Context: an optimization exercise on an open-source flow, tuned for small area. The choices shown serve that exercise and are no tape-out recipe. Function was checked by simulation only, so behaviour that the tests miss may differ from the original. The clock port is modelled as an ideal driver; clocking choices that lean on that would not hold on a real chip. No activity file was given, so power comes from the tool's default toggle rates.

==> module VGA, before the edit <==
module VGA
#(
	parameter HS_Tpw640_480 = 16'd95,
	parameter HS_Ts640_480 = 16'd799,
	parameter VS_Tpw640_480 = 16'd1,
	parameter VS_Ts640_480 = 16'd524,
	parameter HS_Tbp640_480 = 16'd48,
	parameter HS_Tfp640_480 = 16'd17,
	parameter VS_Tbp640_480 = 16'd33,
	parameter VS_Tfp640_480 = 16'd11,
	parameter HS_Tpw800_600 = 16'd119,
	parameter HS_Ts800_600 = 16'd1039,
	parameter VS_Tpw800_600 = 16'd5,
	parameter VS_Ts800_600 = 16'd665,
	parameter HS_Tbp800_600 = 16'd64,
	parameter HS_Tfp800_600 = 16'd57,
	parameter VS_Tbp800_600 = 16'd23,
	parameter VS_Tfp800_600 = 16'd38
)
(
	input clk,
	input rst_n,
	input sw,
	output [5:0] VGA_B,
	output [5:0] VGA_G,
	output [5:0] VGA_R,
	output VGA_HS,
	output VGA_VS
);
reg [7:0] as;
reg [4:0] amx;   
wire [4:0] am = amx ^ 5'd24;
reg [4:0] avdx;  
wire [4:0] avd = avdx ^ 5'd20;
reg [4:0] avmx;  
wire [4:0] avm = avmx ^ 5'd24;
wire first = avm[4] && avm[3];
wire a_f    = as[7] ^ (as[5] | (as[2] & ~as[6]));
wire a_end  = (as & 8'd63) == 8'd32;     
wire a_s71  = (as & 8'd143) == 8'd6;     
wire a_s135 = (as & 8'd111) == 8'd38;    
wire a_first = (as & 8'd62) == 8'd0 || (as & 8'd124) == 8'd0;   
wire a_ev   = a_s71 && am[4] && !am[1] && !am[0];   
wire a_hson = a_s135 && am[4] && am[1] && !am[0];  
wire avs_end = avd == 5'd0;
wire av_wrap = avm[4] && avm[0];   
always @(posedge clk, negedge rst_n)
	if (!rst_n) begin
		as <= 8'd180;   
		amx <= 5'd0;    
		avdx <= 5'd0;   
		avmx <= 5'd0;   
	end
	else begin
		as <= {as[6:0], a_f};
		if (a_end)
			amx <= ((am[4] && am[1] && am[0]) ? 5'd0 : am + 5'd1) ^ 5'd24;   
		else if (a_ev)
			amx <= (am | 5'd8) ^ 5'd24;    
		else if (a_hson)
			amx <= (am & 5'd23) ^ 5'd24;   
		if (a_ev) begin
			if (avs_end) begin
				avdx <= ((avm[4] && !avm[0]) ? 5'd14 : 5'd29) ^ 5'd20;
				avmx <= (av_wrap ? 5'd0 : avm + 5'd1) ^ 5'd24;
			end
			else begin
				avdx <= (avd - 5'd1) ^ 5'd20;
				if (first)
					avmx <= 5'd16 ^ 5'd24;
			end
		end
	end
wire ahw = !am[4] ^ (am[3:0] == 4'd0 && a_first);
wire a_on = ahw && !avm[4];
wire [3:0] a_r = am[4] ? 4'd0 : am[3:0];
wire ahsync = !(am[4] && am[3]);
wire [3:0] a_g = a_on ? avm[3:0] : 4'd0;
wire a_vs = !first && !(avm[4] && !avm[0] && avd[4:1] == 4'b1001);   
reg [6:0] bs;
reg [4:0] bmx;   
reg [5:0] bvd;   
reg [4:0] bvmx;  
wire [4:0] bm = bmx ^ 5'd25;
wire [4:0] bvm = bvmx ^ 5'd16;
wire b_short = bm[4] & bm[2];                       
wire b_s79  = (bs & 7'd79) == 7'd79;     
wire b_jump = b_short & b_s79;
wire b_f    = bs[6] ^ (~bs[0] | (bs[3] & ~bs[5])) ^ b_jump;
wire b_end  = (bs & 7'd119) == 7'd7;     
wire b_s15  = (bs & 7'd127) == 7'd85;    
wire b_s55  = (bs & 7'd111) == 7'd102;   
wire b_first = (bs & 7'd31) == 7'd31;    
wire b_ev   = b_s15 && bm[4] && !bm[1] && bm[0];   
wire b_hson = b_s55 && bm[4] && bm[1] && bm[0];    
wire bvs_end = bvd == 6'd0;
wire bv_wrap = bvm[4] && bvm[0];   
always @(posedge clk, negedge rst_n)
	if (!rst_n) begin
		bs <= 7'd21;    
		bmx <= 5'd0;    
		bvd <= 6'd0;    
		bvmx <= 5'd0;   
	end
	else begin
		bs <= {bs[5:0], b_f};
		if (b_jump)
			bmx <= 5'd25;
		else if (b_end)
			bmx <= (bm + 5'd1) ^ 5'd25;
		else if (b_ev)
			bmx <= (bm | 5'd8) ^ 5'd25;    
		else if (b_hson)
			bmx <= (bm & 5'd23) ^ 5'd25;   
		if (b_ev) begin
			if (bvs_end) begin
				bvd <= (bvm[4] && !bvm[0]) ? 6'd28 : bvm[0] ? 6'd36 : 6'd37;
				bvmx <= (bv_wrap ? 5'd0 : bvm + 5'd1) ^ 5'd16;
			end
			else
				bvd <= bvd - 6'd1;
		end
	end
wire bhw = !bm[4] ^ (bm[3:0] == 4'd0 && b_first);
wire b_on = bhw && !bvm[4];
wire [3:0] b_r = bm[4] ? 4'd0 : bm[3:0];
wire bhsync = !(bm[4] && bm[3]);
wire [3:0] b_g = b_on ? bvm[3:0] : 4'd0;
wire b_vs = !first && !(bvm[4] && bvm[0] && bvd[4] && (bvd[3] || (bvd[2] && bvd[1] && bvd[0])));   
assign VGA_R = {2'b00, sw ? b_r : a_r};
assign VGA_G = {2'b00, sw ? b_g : a_g};
assign VGA_B = {3'b000, sw ? b_on : a_on, 2'b00};
assign VGA_HS = sw ? bhsync : ahsync;
assign VGA_VS = sw ? b_vs : a_vs;
endmodule
Settings: LEC_CHECK=0, CAP_MARGIN=20, CORE_MARGIN=2, CORE_UTILIZATION=40, PLACE_DENSITY=0.9, SLEW_MARGIN=20; clock period 10.0 ns.
standard.sh (not shown) runs the stock make flow with config.mk's settings and CLKGATE_MAP_FILE= SYNTH_SCRIPT=/design/flow/synth_recipe.tcl, a recipe that flattens the netlist after the stock synthesis.
==> flow/flow/run.sh <==
#!/bin/bash
# Own layout flow:
#  1. the standard synthesis (standard.sh synth);
#  2. the logic between its registers re-mapped by Yosys/ABC for area, every
#     register kept as the standard synthesis made it (same cells, same names);
#     the logic is rebuilt from the standard netlist's cells and re-mapped
#     eight ways (ABC deepsyn with four seeds, with and without dc2); the
#     smallest result is kept (resyn_choice.log).
#  3. the standard layout of that netlist, with port buffers of the
#     smallest buffer, one tie cell for all constant outputs, and the clock
#     net split into three groups of flip-flops by position, each driven by
#     one clock buffer (flow/clktree.tcl, run before CTS, which then has no
#     clock net left to buffer).
# Each tool's output goes to a log file in this folder.
set -euo pipefail
W=$PWD
R=$W/orfs/results/$FLOW_PLATFORM/VGA/base
LIB=$FLOW_HOME/platforms/$FLOW_PLATFORM/lib/sky130_fd_sc_hd__tt_025C_1v80.lib

bash standard.sh synth > std_synth.log 2>&1

python3 flow/mkcells.py $LIB $W/cells_comb.v $W/abc_dont_use.txt > mkcells.log 2>&1
cp $R/1_2_yosys.v $W/std_netlist.v
# Eight ABC runs (four random seeds, each with and without dc2 before
# mapping), four at a time; the smallest netlist is kept.
resyn() {
  local S=$1 PRE=$2 I=$1$2
  cat > $W/resyn_$I.ys <<Y
read_liberty -lib $LIB
read_verilog -overwrite $W/cells_comb.v
read_verilog $W/std_netlist.v
hierarchy -top $FLOW_TOP
flatten
techmap
opt -purge
abc -liberty $LIB $(cat $W/abc_dont_use.txt) -script "+strash;&get,-n;&deepsyn,-T,30,-S,$S;&put;$PRE;dch,-f;amap;topo"
rename -hide w:*.*
opt_clean -purge
hilomap -singleton -hicell sky130_fd_sc_hd__conb_1 HI -locell sky130_fd_sc_hd__conb_1 LO
splitnets
opt_clean -purge
tee -o $W/resyn_$I.area stat -liberty $LIB
write_verilog -noattr -noexpr -nohex -nodec $W/resyn_$I.v
Y
  yosys -l $W/resyn_$I.log -q $W/resyn_$I.ys > /dev/null 2>&1
}
for PRE in strash dc2; do
  for S in 0 1 2 3; do resyn $S $PRE & done
  wait
done
BEST=$(for f in $W/resyn_*.area; do echo "$(grep 'Chip area' $f | awk '{print $NF}') $(basename $f .area)"; done | sort -g | head -1 | awk '{print $2}')
for f in $W/resyn_*.area; do echo "$(basename $f .area): $(grep 'Chip area' $f | awk '{print $NF}')"; done > resyn_choice.log
echo "kept: $BEST" >> resyn_choice.log
cp $W/$BEST.v $R/1_2_yosys.v
touch $R/1_2_yosys.v

export PRE_CTS_TCL=$W/flow/clktree.tcl CLK_GROUPS=3 CLK_BUF=sky130_fd_sc_hd__clkbuf_8
export SKIP_REPAIR_TIE_FANOUT=1
export BUFFER_PORTS_ARGS="-buffer_cell sky130_fd_sc_hd__buf_1"
bash standard.sh > std_layout.log 2>&1
Other scripts of this flow, unchanged in this note and not shown: flow/flow/clktree.tcl, flow/flow/mkcells.py
Rerun with:
==> flow/design.v (replaced) <==
module VGA
#(
	parameter HS_Tpw640_480 = 16'd95,
	parameter HS_Ts640_480 = 16'd799,
	parameter VS_Tpw640_480 = 16'd1,
	parameter VS_Ts640_480 = 16'd524,
	parameter HS_Tbp640_480 = 16'd48,
	parameter HS_Tfp640_480 = 16'd17,
	parameter VS_Tbp640_480 = 16'd33,
	parameter VS_Tfp640_480 = 16'd11,
	parameter HS_Tpw800_600 = 16'd119,
	parameter HS_Ts800_600 = 16'd1039,
	parameter VS_Tpw800_600 = 16'd5,
	parameter VS_Ts800_600 = 16'd665,
	parameter HS_Tbp800_600 = 16'd64,
	parameter HS_Tfp800_600 = 16'd57,
	parameter VS_Tbp800_600 = 16'd23,
	parameter VS_Tfp800_600 = 16'd38
)
(
	input clk,
	input rst_n,
	input sw,
	output [5:0] VGA_B,
	output [5:0] VGA_G,
	output [5:0] VGA_R,
	output VGA_HS,
	output VGA_VS
);
reg [7:0] as;
reg [4:0] amx;   
wire [4:0] am = amx ^ 5'd24;
reg [4:0] avs;   
reg [4:0] avmx;  
wire [4:0] avm = avmx ^ 5'd24;
wire first = avm[4] && avm[3];
wire a_f    = as[7] ^ (as[5] | (as[2] & ~as[6]));
wire a_end  = (as & 8'd63) == 8'd32;     
wire a_s71  = (as & 8'd143) == 8'd6;     
wire a_s135 = (as & 8'd111) == 8'd38;    
wire a_first = (as & 8'd62) == 8'd0 || (as & 8'd124) == 8'd0;   
wire a_ev   = a_s71 && am[4] && !am[1] && !am[0];   
wire a_hson = a_s135 && am[4] && am[1] && !am[0];  
wire av_wrap = avm[4] && avm[0] && avs[2] && avs[0];   
wire [15:0] av_g = 16'h8FBF;
wire av_f = avs[4] ^ av_g[avs[3:0]] ^ av_wrap;
wire avs_end = avs[4] && !avs[3] && avs[2] && avs[0];   
always @(posedge clk, negedge rst_n)
	if (!rst_n) begin
		as <= 8'd180;   
		amx <= 5'd0;    
		avs <= 5'd24;   
		avmx <= 5'd0;   
	end
	else begin
		as <= {as[6:0], a_f};
		if (a_end)
			amx <= ((am[4] && am[1] && am[0]) ? 5'd0 : am + 5'd1) ^ 5'd24;   
		else if (a_ev)
			amx <= (am | 5'd8) ^ 5'd24;    
		else if (a_hson)
			amx <= (am & 5'd23) ^ 5'd24;   
		if (a_ev) begin
			avs <= {avs[3:0], av_f};
			if (av_wrap)
				avmx <= 5'd24;
			else if (avs_end)
				avmx <= (avm + 5'd1) ^ 5'd24;
			else if (first)
				avmx <= 5'd16 ^ 5'd24;
		end
	end
wire ahw = !am[4] ^ (am[3:0] == 4'd0 && a_first);
wire a_on = ahw && !avm[4];
wire [3:0] a_r = am[4] ? 4'd0 : am[3:0];
wire ahsync = !(am[4] && am[3]);
wire [3:0] a_g = a_on ? avm[3:0] : 4'd0;
wire a_vs = !first && !(avm[4] && !avm[0] && avs[3:0] == 4'b0000);   
reg [6:0] bs;
reg [4:0] bmx;   
reg [5:0] bvsx;  
reg [4:0] bvmx;  
wire [4:0] bm = bmx ^ 5'd25;
wire [5:0] bvs = bvsx ^ 6'd36;
wire [4:0] bvm = bvmx ^ 5'd16;
wire b_short = bm[4] & bm[2];                       
wire b_s79  = (bs & 7'd79) == 7'd79;     
wire b_jump = b_short & b_s79;
wire b_f    = bs[6] ^ (~bs[0] | (bs[3] & ~bs[5])) ^ b_jump;
wire b_end  = (bs & 7'd119) == 7'd7;     
wire b_s15  = (bs & 7'd127) == 7'd85;    
wire b_s55  = (bs & 7'd111) == 7'd102;   
wire b_first = (bs & 7'd31) == 7'd31;    
wire b_ev   = b_s15 && bm[4] && !bm[1] && bm[0];   
wire b_hson = b_s55 && bm[4] && bm[1] && bm[0];    
wire bvs_end = bvs[5] && bvs[2] && (bvs[0] == bvm[0]);   
wire bv_wrap = bvm[4] && bvm[0] && bvs[4] && bvs[3] && bvs[2];   
always @(posedge clk, negedge rst_n)
	if (!rst_n) begin
		bs <= 7'd21;    
		bmx <= 5'd0;    
		bvsx <= 6'd0;   
		bvmx <= 5'd0;   
	end
	else begin
		bs <= {bs[5:0], b_f};
		if (b_jump)
			bmx <= 5'd25;
		else if (b_end)
			bmx <= (bm + 5'd1) ^ 5'd25;
		else if (b_ev)
			bmx <= (bm | 5'd8) ^ 5'd25;    
		else if (b_hson)
			bmx <= (bm & 5'd23) ^ 5'd25;   
		if (b_ev) begin
			if (bv_wrap) begin
				bvsx <= 6'd36;
				bvmx <= 5'd16;
			end
			else if (bvs_end) begin
				bvsx <= 6'd36;
				bvmx <= (bvm + 5'd1) ^ 5'd16;
			end
			else
				bvsx <= (bvs + 6'd1) ^ 6'd36;
		end
	end
wire bhw = !bm[4] ^ (bm[3:0] == 4'd0 && b_first);
wire b_on = bhw && !bvm[4];
wire [3:0] b_r = bm[4] ? 4'd0 : bm[3:0];
wire bhsync = !(bm[4] && bm[3]);
wire [3:0] b_g = b_on ? bvm[3:0] : 4'd0;
wire b_vs = !first && !(bvm[4] && bvm[0] && !bvs[4] && !bvs[3] && !(bvs[2] && bvs[1]));   
assign VGA_R = {2'b00, sw ? b_r : a_r};
assign VGA_G = {2'b00, sw ? b_g : a_g};
assign VGA_B = {3'b000, sw ? b_on : a_on, 2'b00};
assign VGA_HS = sw ? bhsync : ahsync;
assign VGA_VS = sw ? b_vs : a_vs;
endmodule
What happened:
- total power decreases by 0.44%
- wire length grows by 2.3%
- clock skew increases by 0.015 ns
- synthesized area went up by 1.4%
- global-route usage hardly moves
- cell area goes up by 1.2%
- core utilization came out higher by 0.25 points

what the ideal ports hide:
Ports are ideal in the flow. The routed layouts listed here were re-timed in OpenROAD. Step 1 sets driving cells, clkbuf_16 on the clock port and buf_2 on the other inputs (assumed; they add their load-dependent delay and slew). Step 2 times the ports against the registers' clock, not the clock port: input delays grow and output delays shrink by t, the midpoint of the rising clock arrivals with the driver on. a / b / c = ideal / step 1 / step 2; a / b = the first two.
run | t, ns | setup WS [ns] | worst slew at a driven data input, ns
the first run | 0.198 | 4.856 / 4.835 / 4.835 | 0.03
the second run | 0.190 | 4.893 / 4.869 / 4.869 | 0.03
After both steps every run listed still meets setup and hold. For the second run, which loses most, drivers alone change the setup slack by -0.024 ns; drivers and shift together by -0.024 ns.
